From an optimization exercise on the open Yosys and OpenROAD flow, aimed at small area, a short achievable clock period and few clock cycles per item; shortcuts taken in it are not production practice.
Where RTL was checked, it was by simulation tests only, not by an equivalence proof against the original.
Power is estimated from default activity; no workload was simulated.

== run A ==
==> flow/design.v (excerpt) <==
module Processor(
	input					CLOCK_50,
	input					rst,
	output	[3:0]			imem_addr,
	input	[31:0]			imem_data,
	output	reg				retire,
	output	[3:0]			flags_out,
	output	reg	[31:0]		result_out
);
integer k;
reg  [31:0]  rf [0:14];		 
reg  [14:0]  rf_v;			 
reg  [31:0]  dm [0:15];		 
reg  [15:0]  dm_v;			 
reg          fN, fZ, fC, fV;
assign flags_out = {fN, fZ, fC, fV};
reg  [3:0]   ir_pc;			 
reg  [3:0]   ir_cond;
reg  [3:0]   ir_rd;			 
reg  [3:0]   ir_off;		 
reg          k_mul;			 
reg          k_ld, k_st, k_br;
reg          k_wr;			 
reg          k_fl;			 
reg          k_arith;		 
reg          k_acv;			 
reg          k_inva, k_invb;	 
reg          k_cinc;		 
reg          k_cin1;		 
reg  [3:0]   k_tt;			 
reg  [31:0]  opn;			 
reg  [31:0]  op2;			 
reg  [31:0]  opd;			 
reg          sc_c;			 
reg          sc_v;			 
reg          mbusy;			 
reg  [31:0]  mplier;		 
reg          mprev;			 
reg pass;
always @(*) begin
	case (ir_cond)
	4'h0: pass = fZ;
	4'h1: pass = !fZ;
	4'h2: pass = fC;
  ...
For scale: ~5600 cells after synthesis, ~1200 flip-flops, roughly 64000 um^2 of cells after synthesis.
Settings: LEC_CHECK=0, CAP_MARGIN=20, CORE_MARGIN=2, CORE_UTILIZATION=30, SLEW_MARGIN=20; clock period 11.0 ns.
standard.sh (not shown) runs the stock make flow with config.mk's settings and CLKGATE_MAP_FILE= SYNTH_SCRIPT=/design/flow/synth_recipe.tcl, a recipe that flattens the netlist after the stock synthesis.
==> flow/flow/run.sh <==
#!/bin/bash
set -euo pipefail
bash standard.sh SETUP_SLACK_MARGIN=6.5 finish > make_finish.log 2>&1
Both conditions hold for run A: the flow ran to the end and the final layout passed the timing, design-rule and antenna checks.
Testbench counts of run A, summed over its fixed seeds: cycles 3,358, instrs 3,072.
Setup changes, run A to run F
- SETUP_SLACK_MARGIN newly set to 5
==> flow/run.sh (new file) <==
#!/bin/bash
# synth_recipe.tcl (not shown) runs the flow's synth.tcl, then flattens the netlist and writes it again
# the make line also repeats each setting of config.mk as NAME=value (left out here)
make -C /OpenROAD-flow-scripts/flow DESIGN_CONFIG=/design/flow/config.mk WORK_HOME=/design/flow/orfs CLKGATE_MAP_FILE= SYNTH_SCRIPT=/design/flow/synth_recipe.tcl finish
removed: flow/flow/run.sh
removed: flow/standard.sh
==> comparison <==
- Run F ended up with a higher initial detailed-routing violation count than run A did.
- Re sequential cell count: no difference whatsoever between run F and run A.
- The run showing the greater via count is run A.
- Run F against run A; global-route wire length before repair is down slightly.
- Compare run A and run F | clock share of power higher: run F


rev 12:
Processor, a different RTL version from the one above (not shown whole).
For scale: roughly 1200 flip-flops, ~75 I/O pins, roughly 64000 µm² of cells after synthesis.
Settings: LEC_CHECK=0, CAP_MARGIN=20, CORE_MARGIN=2, CORE_UTILIZATION=30, SETUP_SLACK_MARGIN=5, SLEW_MARGIN=20; clock period 11.0 ns.
run.sh (not shown) runs the stock make flow with config.mk's settings and CLKGATE_MAP_FILE= SYNTH_SCRIPT=/design/flow/synth_recipe.tcl, a recipe that flattens the netlist after the stock synthesis.
Stock flow here: none of the scripts above is used.
Testbench counts of rev 12, summed over its fixed seeds: cycles 3,368, instrs 3,072.
Inputs modified between rev 12 and rev 13:
# rev 12
export LEC_CHECK = 0
export CAP_MARGIN = 20
export CORE_MARGIN = 2
export CORE_UTILIZATION = 30
export SETUP_SLACK_MARGIN = 5
export SLEW_MARGIN = 20
create_clock -name core_clock -period 11.0 [get_ports {CLOCK_50}]
# rev 13
export LEC_CHECK = 0
export ABC_AREA = 1
export CAP_MARGIN = 20
export CORE_MARGIN = 2
export CORE_UTILIZATION = 30
export SETUP_SLACK_MARGIN = 5
export SLEW_MARGIN = 20
create_clock -name core_clock -period 11.0 [get_ports {CLOCK_50}]
## What came out
Rev 13 falls short of rev 12 in core box area.
Higher die span in x goes to rev 13 over rev 12.
Rev 13 reports a lower layout overhead on the synthesized area than rev 12 does.
Between rev 12 and rev 13, synthesized cell count is higher for rev 13, rev 12 comes in under that.
Inverter count (rev 13 over rev 12): increase, 668
Cell area after synthesis: rev 13 > rev 12
Simple-gate share of the synthesized area for rev 13: 11 points up relative to rev 12


Another version of the RTL of Processor (not shown whole).
Size: roughly 5500 cells after synthesis, ~64000 µm² of cells after synthesis.
==> flow/config.mk <==
export PLATFORM = sky130hd
export DESIGN_NAME = Processor
export DESIGN_NICKNAME = Processor
export VERILOG_FILES = /design/flow/design.v
export SDC_FILE = /design/flow/constraint.sdc
export NUM_CORES = 4
export LEC_CHECK = 0
export CAP_MARGIN = 20
export CORE_MARGIN = 2
export CORE_UTILIZATION = 25
export SETUP_SLACK_MARGIN = 5
export SLEW_MARGIN = 20
export TNS_END_PERCENT = 100
==> flow/constraint.sdc <==
create_clock -name core_clock -period 11.0 [get_ports {CLOCK_50}]
set_input_delay 2.2000 -clock core_clock [delete_from_list [all_inputs] [get_ports {CLOCK_50}]]
set_output_delay 2.2000 -clock core_clock [all_outputs]
set_load 0.01 [all_outputs]
The first run completed without violations.
==> next run, changes <==
CORE_UTILIZATION = 30   (was 25)
TNS_END_PERCENT = not set   (was 100)
Outcome:
- non-clock buffer count came out lower by 85
- worst setup slack is worse by 0.087 ns
- critical path depth came out higher by 4
No functional check of the RTL was part of any run of this note.


Another version of the RTL of Processor (not shown whole).
For scale: ~6,800 cells after synthesis, roughly 1,200 flip-flops, about 75 I/O pins, ~64,000 um2 of cells after synthesis.
// Processor
module Processor(
	input					CLOCK_50,
	input					rst,
	output	[3:0]			imem_addr,
	input	[31:0]			imem_data,
	output	reg				retire,
	output	[3:0]			flags_out,
	output	reg	[31:0]		result_out
);
integer k;
reg  [31:0]  rf [0:14];		 
reg  [14:0]  rf_v;			 
reg  [31:0]  dm [0:15];		 
reg  [15:0]  dm_v;			 
reg          fN, fZ, fC, fV;
assign flags_out = {fN, fZ, fC, fV};
reg          ir_v;			 
reg  [3:0]   ir_pc;			 
reg  [3:0]   pc_r;			 
reg  [3:0]   ir_cond;
reg  [3:0]   ir_rd;			 
reg  [3:0]   ir_off;		 
reg          k_mul;			 
reg          k_ld, k_st, k_br;
reg          k_wr;			 
reg          k_fl;			 
reg          k_arith;		 
reg          k_acv;			 
reg          k_inva, k_invb;	 
reg          k_cinc;		 
reg          k_cin1;		 
reg  [3:0]   k_tt;			 
reg  [31:0]  opn;			 
reg  [31:0]  op2;			 
reg  [31:0]  opd;			 
reg          sc_c;			 
reg          sc_v;			 
reg          mbusy;			 
reg  [31:0]  mplier;		 
reg          mprev;			 
reg pass;
always @(*) begin
	case (ir_cond)
	4'h0: pass = fZ;
	4'h1: pass = !fZ;
	4'h2: pass = fC;
	4'h3: pass = !fC;
	4'h4: pass = fN;
	4'h5: pass = !fN;
	4'h6: pass = fV;
	4'h7: pass = !fV;
	4'h8: pass = fC && !fZ;
	4'h9: pass = !fC || fZ;
	4'ha: pass = fC == fV;
	4'hb: pass = fC != fV;
	4'hc: pass = (fC == fV) && !fZ;
	4'hd: pass = (fC != fV) || fZ;
	default: pass = 1'b1;
	endcase
end
wire [3:0]  pc_inc = ir_pc + 4'd1;
wire        sc = sc_c ? fC : sc_v;
wire [31:0] mrest = mbusy ? mplier : opn;			 
wire        mlow  = mbusy && mprev;					 
wire        m_one = k_mul && (mrest[0] ^ mlow);		 
wire        m_two = k_mul && ((mrest[1] && !mrest[0] && !mlow) || (!mrest[1] && mrest[0] && mlow));	 
wire        mneg  = k_mul && mrest[1];				 
wire        selr  = k_mul && mbusy;					 
wire        seln  = !k_mul;							 
wire [31:0] src1  = ({32{selr}} & result_out) | ({32{seln}} & opn);
wire        sel1  = !k_mul || m_one;
wire        invb  = k_invb || mneg;
  ...
==> flow/config.mk <==
export PLATFORM = sky130hd
export DESIGN_NAME = Processor
export DESIGN_NICKNAME = Processor
export VERILOG_FILES = /design/flow/design.v
export SDC_FILE = /design/flow/constraint.sdc
export NUM_CORES = 4
export LEC_CHECK = 0
export ABC_AREA = 1
export CAP_MARGIN = 20
export CORE_MARGIN = 2
export CORE_UTILIZATION = 35
export SETUP_SLACK_MARGIN = 5
export SLEW_MARGIN = 20
==> flow/constraint.sdc <==
create_clock -name core_clock -period 11.0 [get_ports {CLOCK_50}]
set_input_delay 2.2000 -clock core_clock [delete_from_list [all_inputs] [get_ports {CLOCK_50}]]
set_output_delay 2.2000 -clock core_clock [all_outputs]
set_load 0.01 [all_outputs]
The baseline went through all stages and came out clean.
Testbench counts at the start, summed over its fixed seeds: cycles 3,376, instrs 3,072.
Rerun with:
Settings changed: CORE_UTILIZATION 35 to 30.
Result: The changed run passed the timing, design-rule and antenna checks; area after synthesis stays the same; final cell count went up by 4.5%; final area went up by 0.66%; first-iteration DRC count went up by 6.9%; clock power went up by about 1%; maximum frequency went down by 1.5%; power went up by 0.87%; clock-buffer cell count went down by 15; die area went up by 17%; utilization went down by 5.6 points.

## what the ideal ports hide
In the flow no input, the clock included, has a driving cell. The finished layouts below were timed again as built, in two steps. Step 1: set_driving_cell puts a clkbuf_16 on CLOCK_50 and a buf_2 on each other input, an assumption about the parent block. Step 2 adds t to the input delays and takes it off the output delays; t is the mean of the earliest and latest rising clock arrival at the registers after step 1. Input paths then give back, and output paths get back, about the clock's delay inside the block. a / b / c = ideal / step 1 / step 2; a / b = the first two.
| run | t (ns) | slack for setup (ns) | worst setup path at the end | worst data-port slew with drivers (ns) |
|---|---|---|---|---|
| run A | 0.895 | 4.104 / 4.019 / 3.315 | input to register | 0.08 |
| run F | 0.895 | 4.157 / 4.067 / 3.338 | input to register | 0.10 |
| rev 12 | 0.886 | 4.400 / 4.317 / 3.712 | input to register | 0.14 |
| rev 13 | 0.883 | 4.763 / 4.680 / 4.076 | input to register | 0.09 |
| the first run of note 3 | 0.895 | 4.847 / 4.760 / 4.026 | input to register | 0.29 |
| the second run of note 3 | 0.873 | 4.760 / 4.823 / 3.949 | input to register | 0.31 |
| the first run of note 4 | 0.893 | 4.801 / 4.716 / 4.082 | input to register | 0.06 |
| the second run of note 4 | 0.889 | 4.704 / 4.619 / 4.096 | input to register | 0.05 |
After both steps setup and hold are still met in every run listed. The setup slack of the first run of note 3, which loses most, moves by -0.087 ns with the drivers and by -0.821 ns with both steps.
